Background: an optimization exercise with open tools, aiming at small area. Do not read the settings as production practice. Function was checked by simulation only, so behaviour that the tests miss may differ from the original. The clock port is modelled as an ideal driver, which makes a skipped or thinned clock tree look cheaper than it is; a real chip needs a root buffer or a tree. No activity file was given, so power comes from the tool's default toggle rates.

==> inputs of exp/yarrow <==
==> flow/design.v <==
module Timer_NormalMode(
    input wire clk,
    input wire reset,
    output reg irq_timer
);
    reg [15:0] lfsr;
    wire low_zero = ~|lfsr[14:0];
    wire feedback = lfsr[15] ^ lfsr[13] ^ lfsr[12] ^ lfsr[10] ^ low_zero;
    always @(posedge clk or posedge reset) begin
        if (reset) begin
            lfsr <= 16'b0;
            irq_timer <= 1'b0;
        end else begin
            lfsr <= {lfsr[14:0], feedback};
            irq_timer <= lfsr[15] & low_zero;   
        end
    end
endmodule
module Fast_PWM(
    input wire clk,
    input wire reset,
    input wire [15:0] timer_top,
    input wire [15:0] pwm_cnta,
    input wire [15:0] pwm_cntb,
    output reg pwm_outa,
    output reg pwm_outb
);
    function ltn(input [15:0] na, input [15:0] b);
        integer i;
        reg r;
        begin
            r = 1'b0;
            for (i = 0; i < 16; i = i + 1)
                r = (na[i] & b[i]) | (na[i] & r) | (b[i] & r);
            ltn = r;
        end
    endfunction
    reg [15:0] cnt_n;
    always @(posedge clk or posedge reset) begin
        if (reset) begin
            cnt_n <= 16'hFFFF;
            pwm_outa <= 0;
            pwm_outb <= 0;
        end else begin
            cnt_n <= ltn(cnt_n, timer_top) ? cnt_n - 1'b1 : 16'hFFFF;
            pwm_outa <= ltn(cnt_n, pwm_cnta);
            pwm_outb <= ltn(cnt_n, pwm_cntb);
        end
    end
endmodule
module PhaseCorrectPWM(
    input wire clk,
    input wire reset,
    input wire [15:0] top,
    input wire [15:0] pwm_a,
    input wire [15:0] pwm_b,
    output reg pwm_outa,
    output reg pwm_outb
);
    function ltn(input [15:0] na, input [15:0] b);
        integer i;
        reg r;
        begin
            r = 1'b0;
            for (i = 0; i < 16; i = i + 1)
                r = (na[i] & b[i]) | (na[i] & r) | (b[i] & r);
            ltn = r;
        end
    endfunction
    reg [15:0] cnt_n;
    reg direction;  
    reg [16:0] t;
    integer i;
    always @(*) begin
        t[0] = 1'b1;
        for (i = 0; i < 16; i = i + 1)
            t[i+1] = t[i] & ~(cnt_n[i] ^ direction);
    end
    wire up_ok = ltn(cnt_n, top);
    wire move = direction ? ~t[16] : up_ok;
    always @(posedge clk or posedge reset) begin
        if (reset) begin
            cnt_n <= 16'hFFFF;
            direction <= 0;
            pwm_outa <= 0;
            pwm_outb <= 0;
        end else begin
            if (move) cnt_n <= cnt_n ^ t[15:0];
            else direction <= ~direction;
            pwm_outa <= ltn(cnt_n, pwm_a);
            pwm_outb <= ltn(cnt_n, pwm_b);
        end
    end
endmodule
module Timer_PWM_Generator(
    input wire clk,                 
    input wire reset,               
    input wire [1:0] TMR_SRC,       
    input wire [1:0] TMR_MODE,      
    input wire [15:0] TIMER_TOP,    
    input wire [15:0] PWM_CNTA,     
    input wire [15:0] PWM_CNTB,     
    output wire PWM_OUTA,           
    output wire PWM_OUTB,           
    output wire timer_interrupt     
);
    wire irq_timer_normal;
    wire pwm_outa_fast, pwm_outb_fast;
    wire pwm_outa_phase, pwm_outb_phase;
    Timer_NormalMode normal_mode_inst (
        .clk(clk),
        .reset(reset),
        .irq_timer(irq_timer_normal)
    );
    Fast_PWM fast_pwm_inst (
        .clk(clk),
        .reset(reset),
        .pwm_outa(pwm_outa_fast),
        .pwm_outb(pwm_outb_fast),
        .timer_top(TIMER_TOP),
        .pwm_cnta(PWM_CNTA),
        .pwm_cntb(PWM_CNTB)
    );
    PhaseCorrectPWM phase_pwm_inst (
        .clk(clk),
        .reset(reset),
        .top(TIMER_TOP),
        .pwm_a(PWM_CNTA),
        .pwm_b(PWM_CNTB),
        .pwm_outa(pwm_outa_phase),
        .pwm_outb(pwm_outb_phase)
    );
    assign PWM_OUTA = TMR_MODE[0] ? (~TMR_MODE[1] & pwm_outa_fast)
                                  : ( TMR_MODE[1] & pwm_outa_phase);
    assign PWM_OUTB = TMR_MODE[0] ? (~TMR_MODE[1] & pwm_outb_fast)
                                  : ( TMR_MODE[1] & pwm_outb_phase);
    assign timer_interrupt = ~TMR_MODE[0] & ~TMR_MODE[1] & irq_timer_normal;
endmodule
==> flow/flow/run.sh <==
#!/bin/bash
# Own layout flow: the standard synthesis script, except that ABC maps the
# logic with an area-oriented script (flow/area.abc); then the standard ORFS
# steps, with small port buffers and a clock tree without dummy loads.
set -euo pipefail
W=$(pwd)
F=$W/flow
mkdir -p $W/myflow
# synth.tcl with the ABC script replaced
sed 's#^\(\s*\)log_cmd abc {\*}\$abc_args#\1set abc_args [lreplace $abc_args 1 1 '"$F"'/area.abc]\n\1log_cmd abc {*}$abc_args#' \
  $FLOW_HOME/scripts/synth.tcl > $W/myflow/synth.tcl
grep -q "area.abc" $W/myflow/synth.tcl
sed 's#\$::env(SCRIPTS_DIR)/synth.tcl#'"$W"'/myflow/synth.tcl#' $W/synth_recipe.tcl > $W/myflow/synth_recipe.tcl
grep -q "myflow/synth.tcl" $W/myflow/synth_recipe.tcl

KNOBS=()
[[ -f $F/knobs.txt ]] && mapfile -t KNOBS < <(grep -v '^#' $F/knobs.txt | grep . | sed "s|@FLOW@|$F|g")

make -C $FLOW_HOME DESIGN_CONFIG=$W/config.mk WORK_HOME=$W/orfs CLKGATE_MAP_FILE= \
  SYNTH_SCRIPT=$W/myflow/synth_recipe.tcl "${KNOBS[@]}" finish > $W/make_finish.log 2>&1
R=$W/orfs/results/$FLOW_PLATFORM/Timer_PWM_Generator/base
: # left out here: write the final layout as DEF
==> flow/flow/area.abc <==
strash; &get -n; &fraig -x; &put; scorr; dc2; dretime; strash; &get -n; &dch -f; &nf -R 1000; &put
==> flow/flow/clock.tcl <==
proc clock_tree_synthesis {args} {
  set block [ord::get_db_block]
  set db [ord::get_db]
  set n $::env(MYCLK_N)
  set master [$db findMaster $::env(MYCLK_CELL)]
  set clk [[$block findBTerm clk] getNet]
  set sinks {}
  foreach it [$clk getITerms] {
    if { [$it isInputSignal] } {
      set box [[$it getInst] getBBox]
      lappend sinks [list [expr {([$box xMin] + [$box xMax]) / 2}] \
        [expr {([$box yMin] + [$box yMax]) / 2}] $it]
    }
  }
  set total [llength $sinks]
  set cap [expr {($total + $n - 1) / $n}]
  # start from strips along x, then balanced k-means: each sink goes to the
  # nearest centre that still has room, sinks taken in order of distance
  set sinks [lsort -integer -index 0 $sinks]
  set centres {}
  for {set g 0} {$g < $n} {incr g} {
    set grp [lrange $sinks [expr {$g * $total / $n}] [expr {($g + 1) * $total / $n - 1}]]
    set sx 0; set sy 0
    foreach s $grp { incr sx [lindex $s 0]; incr sy [lindex $s 1] }
    lappend centres [list [expr {$sx / [llength $grp]}] [expr {$sy / [llength $grp]}]]
  }
  for {set iter 0} {$iter < 20} {incr iter} {
    set pairs {}
    set k 0
    foreach s $sinks {
      for {set g 0} {$g < $n} {incr g} {
        set c [lindex $centres $g]
        set d [expr {abs([lindex $s 0] - [lindex $c 0]) + abs([lindex $s 1] - [lindex $c 1])}]
        lappend pairs [list $d $k $g]
      }
      incr k
    }
    set pairs [lsort -integer -index 0 $pairs]
    array unset asg
    array unset cnt
    for {set g 0} {$g < $n} {incr g} { set cnt($g) 0 }
    foreach p $pairs {
      lassign $p d k g
      if { [info exists asg($k)] || $cnt($g) >= $cap } { continue }
      set asg($k) $g
      incr cnt($g)
    }
    set new {}
    for {set g 0} {$g < $n} {incr g} {
      set sx 0; set sy 0; set m 0
      for {set k 0} {$k < $total} {incr k} {
        if { $asg($k) == $g } {
          incr sx [lindex [lindex $sinks $k] 0]; incr sy [lindex [lindex $sinks $k] 1]; incr m
        }
      }
      if { $m > 0 } { lappend new [list [expr {$sx / $m}] [expr {$sy / $m}]] } else { lappend new [lindex $centres $g] }
    }
    set centres $new
  }
  for {set g 0} {$g < $n} {incr g} {
    set buf [odb::dbInst_create $block $master "clkbuf_leaf_${g}_clk"]
    set net [odb::dbNet_create $block "clknet_leaf_${g}_clk"]
    $net setSigType CLOCK
    set m 0
    for {set k 0} {$k < $total} {incr k} {
      if { $asg($k) == $g } {
        set it [lindex [lindex $sinks $k] 2]
        $it disconnect
        $it connect $net
        incr m
      }
    }
    [$buf findITerm A] connect $clk
    [$buf findITerm X] connect $net
    lassign [lindex $centres $g] cx cy
    $buf setLocation $cx $cy
    $buf setPlacementStatus PLACED
    puts "clock buffer $g: $m sinks at $cx $cy"
  }
  $clk setSigType CLOCK
  global_connect
  set_propagated_clock [all_clocks]
}
==> flow/flow/knobs.txt <==
# extra make variables for the ORFS run, one per line (@FLOW@ is this folder)
BUFFER_PORTS_ARGS=-buffer_cell sky130_fd_sc_hd__buf_1
ADDER_MAP_FILE=
PRE_CTS_TCL=@FLOW@/clock.tcl
MYCLK_N=3
MYCLK_CELL=sky130_fd_sc_hd__clkbuf_8
CORE_UTILIZATION=70
PLACE_DENSITY=0.85
SLEW_MARGIN=0
CAP_MARGIN=0
==> flow/standard.sh <==
#!/bin/bash
# synth_recipe.tcl (not shown) runs the flow's synth.tcl, then flattens the netlist and writes it again
# the make line also repeats each setting of config.mk as NAME=value (left out here)
make -C /OpenROAD-flow-scripts/flow DESIGN_CONFIG=/design/flow/config.mk WORK_HOME=/design/flow/orfs CLKGATE_MAP_FILE= SYNTH_SCRIPT=/design/flow/synth_recipe.tcl "${@:-finish}"
==> flow/config.mk <==
export PLATFORM = sky130hd
export DESIGN_NAME = Timer_PWM_Generator
export DESIGN_NICKNAME = Timer_PWM_Generator
export VERILOG_FILES = /design/flow/design.v
export SDC_FILE = /design/flow/constraint.sdc
export NUM_CORES = 4
export LEC_CHECK = 0
export CAP_MARGIN = 20
export CORE_MARGIN = 2
export CORE_UTILIZATION = 40
export SLEW_MARGIN = 20
==> flow/constraint.sdc <==
create_clock -name core_clock -period 4.0 [get_ports {clk}]
set_input_delay 0.8000 -clock core_clock [delete_from_list [all_inputs] [get_ports {clk}]]
set_output_delay 0.8000 -clock core_clock [all_outputs]
set_load 0.01 [all_outputs]
==> inputs of exp/lagoon, as changes to exp/yarrow <==
--- a/flow/design.v
+++ b/flow/design.v
@@ -2,16 +2,14 @@
     input wire clk,
     input wire reset,
-    output reg irq_timer
+    output reg irq_timer,
+    output reg [15:0] timer_cnt
 );
-    reg [15:0] lfsr;
-    wire low_zero = ~|lfsr[14:0];
-    wire feedback = lfsr[15] ^ lfsr[13] ^ lfsr[12] ^ lfsr[10] ^ low_zero;
     always @(posedge clk or posedge reset) begin
         if (reset) begin
-            lfsr <= 16'b0;
+            timer_cnt <= 16'b0;
             irq_timer <= 1'b0;
         end else begin
-            lfsr <= {lfsr[14:0], feedback};
-            irq_timer <= lfsr[15] & low_zero;   
+            timer_cnt <= timer_cnt + 1'b1;
+            irq_timer <= &timer_cnt;
         end
     end
@@ -70,13 +68,17 @@
     reg [15:0] cnt_n;
     reg direction;  
-    reg [16:0] t;
+    wire up_ok = ltn(cnt_n, top);
+    wire dn_ok = ~&cnt_n;
+    wire move = direction ? dn_ok : up_ok;
+    reg [15:0] nxt;
+    reg t;
     integer i;
     always @(*) begin
-        t[0] = 1'b1;
-        for (i = 0; i < 16; i = i + 1)
-            t[i+1] = t[i] & ~(cnt_n[i] ^ direction);
+        t = 1'b1;
+        for (i = 0; i < 16; i = i + 1) begin
+            nxt[i] = cnt_n[i] ^ t;
+            t = t & ~(cnt_n[i] ^ direction);
+        end
     end
-    wire up_ok = ltn(cnt_n, top);
-    wire move = direction ? ~t[16] : up_ok;
     always @(posedge clk or posedge reset) begin
         if (reset) begin
@@ -86,5 +88,5 @@
             pwm_outb <= 0;
         end else begin
-            if (move) cnt_n <= cnt_n ^ t[15:0];
+            if (move) cnt_n <= nxt;
             else direction <= ~direction;
             pwm_outa <= ltn(cnt_n, pwm_a);
@@ -108,8 +110,10 @@
     wire pwm_outa_fast, pwm_outb_fast;
     wire pwm_outa_phase, pwm_outb_phase;
+    wire [15:0] timer_cnt_normal;
     Timer_NormalMode normal_mode_inst (
         .clk(clk),
         .reset(reset),
-        .irq_timer(irq_timer_normal)
+        .irq_timer(irq_timer_normal),
+        .timer_cnt(timer_cnt_normal)
     );
     Fast_PWM fast_pwm_inst (
--- a/flow/flow/run.sh
+++ b/flow/flow/run.sh
@@ -15,5 +15,5 @@
 
 KNOBS=()
-[[ -f $F/knobs.txt ]] && mapfile -t KNOBS < <(grep -v '^#' $F/knobs.txt | grep . | sed "s|@FLOW@|$F|g")
+[[ -f $F/knobs.txt ]] && mapfile -t KNOBS < <(grep -v '^#' $F/knobs.txt | grep .)
 
 make -C $FLOW_HOME DESIGN_CONFIG=$W/config.mk WORK_HOME=$W/orfs CLKGATE_MAP_FILE= \
==> flow/flow/area.abc (replaced) <==
strash; &get -n; &fraig -x; &put; scorr; dc2; dretime; strash; &get -n; &dch -f; &nf -R 1000; &put; topo; stime -p
==> flow/flow/knobs.txt (replaced) <==
# extra make variables for the ORFS run, one per line
BUFFER_PORTS_ARGS=-buffer_cell sky130_fd_sc_hd__buf_1
CTS_ARGS=-sink_clustering_enable -repair_clock_nets -dont_use_dummy_load
removed: flow/flow/clock.tcl
==> notes <==
In exp/lagoon the sequential share of layout area is lower than in exp/yarrow, by 3.5 points.
Between exp/yarrow and exp/lagoon, the lower worst setup slack is in exp/yarrow (gap 0.12 ns).
Between exp/yarrow and exp/lagoon, the lower die area is in exp/yarrow (gap about 45%, measured against exp/lagoon).
Against exp/yarrow, the worst hold slack of exp/lagoon is better by 0.097 ns.
Between exp/yarrow and exp/lagoon, the lower register-to-register slack is in exp/lagoon (gap 0.03 ns).
In first-iteration DRC count, exp/yarrow is at 3.2 times the value of exp/lagoon.
Sequential power: exp/yarrow is lower than exp/lagoon (about 0.9%).
Against exp/lagoon, the global-route usage of exp/yarrow is higher by 11 points.
Cell count: exp/lagoon is larger than exp/yarrow (22%).
Between exp/yarrow and exp/lagoon, the lower via count is in exp/yarrow (gap about 5%, measured against exp/lagoon).
In exp/yarrow the routed wire length is smaller than in exp/lagoon, by about 9%.
==> figures <==
| item | exp/yarrow | exp/lagoon |
|---|---|---|
| Total GRT Usage | 0.296 | 0.183 |
| Vias per std cell | 6.68 | 5.73 |
| Result of the run | timing/DRC/antenna clean | timing/DRC/antenna clean |
| Setup slack of the worst register-to-register path | 0.61 ns | 0.58 ns |
| Share of the final layout cell area in multi-input gates | 0.484 | 0.499 |
| Number of distinct library cell variants in the gate-level netlist after synthesis | 31 | 29 |
| Worst slew pin tran | 1.09 ns | 1.04 ns |
| Simple logic cell fraction of the synthesized area | 0.147 | 0.172 |
| Total power | 1.09 mW | 1.16 mW |
| Multi-input combinational cell count | 252 | 289 |
| Area added between synthesis and finish | 10.9% | 13.0% |
| Mean instance size in the synthesized netlist | 9.80 sq um | 9.30 sq um |
| Starting Density | 0.741 | 0.416 |
| Setup slack at placement | 0.325 ns | 0.261 ns |
| Startpoint of the worst-slack reg-to-reg timing path | phase_pwm_inst.cnt_n[1] | phase_pwm_inst.cnt_n[2] |
| Peak ir drop on the vdd network | 0.408 mV | 0.275 mV |
| Synth Area in Adders | 0 | 0.00771 |
| Leakage power | 1.15 nW | 1.27 nW |
| Pin count of the biggest net entering global routing | 55 | 37 |
| Fraction of synthesized cell area in xor and xnor cells | 0.0838 | 0.0998 |
| Die ar. | 0.00487 sq mm | 0.00885 sq mm |
| Wirelength per Cell | 16.7 um | 15.0 um |
| Clk pwr | 0.209 mW | 0.276 mW |
The clock cells of exp/yarrow come from the design's own scripts or RTL, not from TritonCTS.

==> static timing again, ports no longer ideal <==
How much do the figures lean on ideal ports? The routed layouts below were timed once more, with nothing changed but the port constraints.
Step 1 sets driving cells, clkbuf_16 on the clock port and buf_2 on the other inputs (assumed; they add their load-dependent delay and slew).
Step 2 times the ports against the registers' clock, not the clock port: input delays grow and output delays shrink by t, the midpoint of the rising clock arrivals with the driver on.
Three values: no drivers, after step 1, after step 2; two values: the first two.
| run | t (ns) | setup WS [ns] | worst setup path after step 2 | pins driven straight from the clock port |
|---|---|---|---|---|
| exp/yarrow | 0.207 | 0.464 / 0.484 / 0.278 | input to register | 3 |
| exp/lagoon | 0.326 | 0.584 / 0.584 / 0.271 | input to register | 1 |
After both steps setup and hold are still met in every run listed. For exp/lagoon, which loses most, drivers alone change the setup slack by 0.000 ns; drivers and shift together by -0.313 ns.
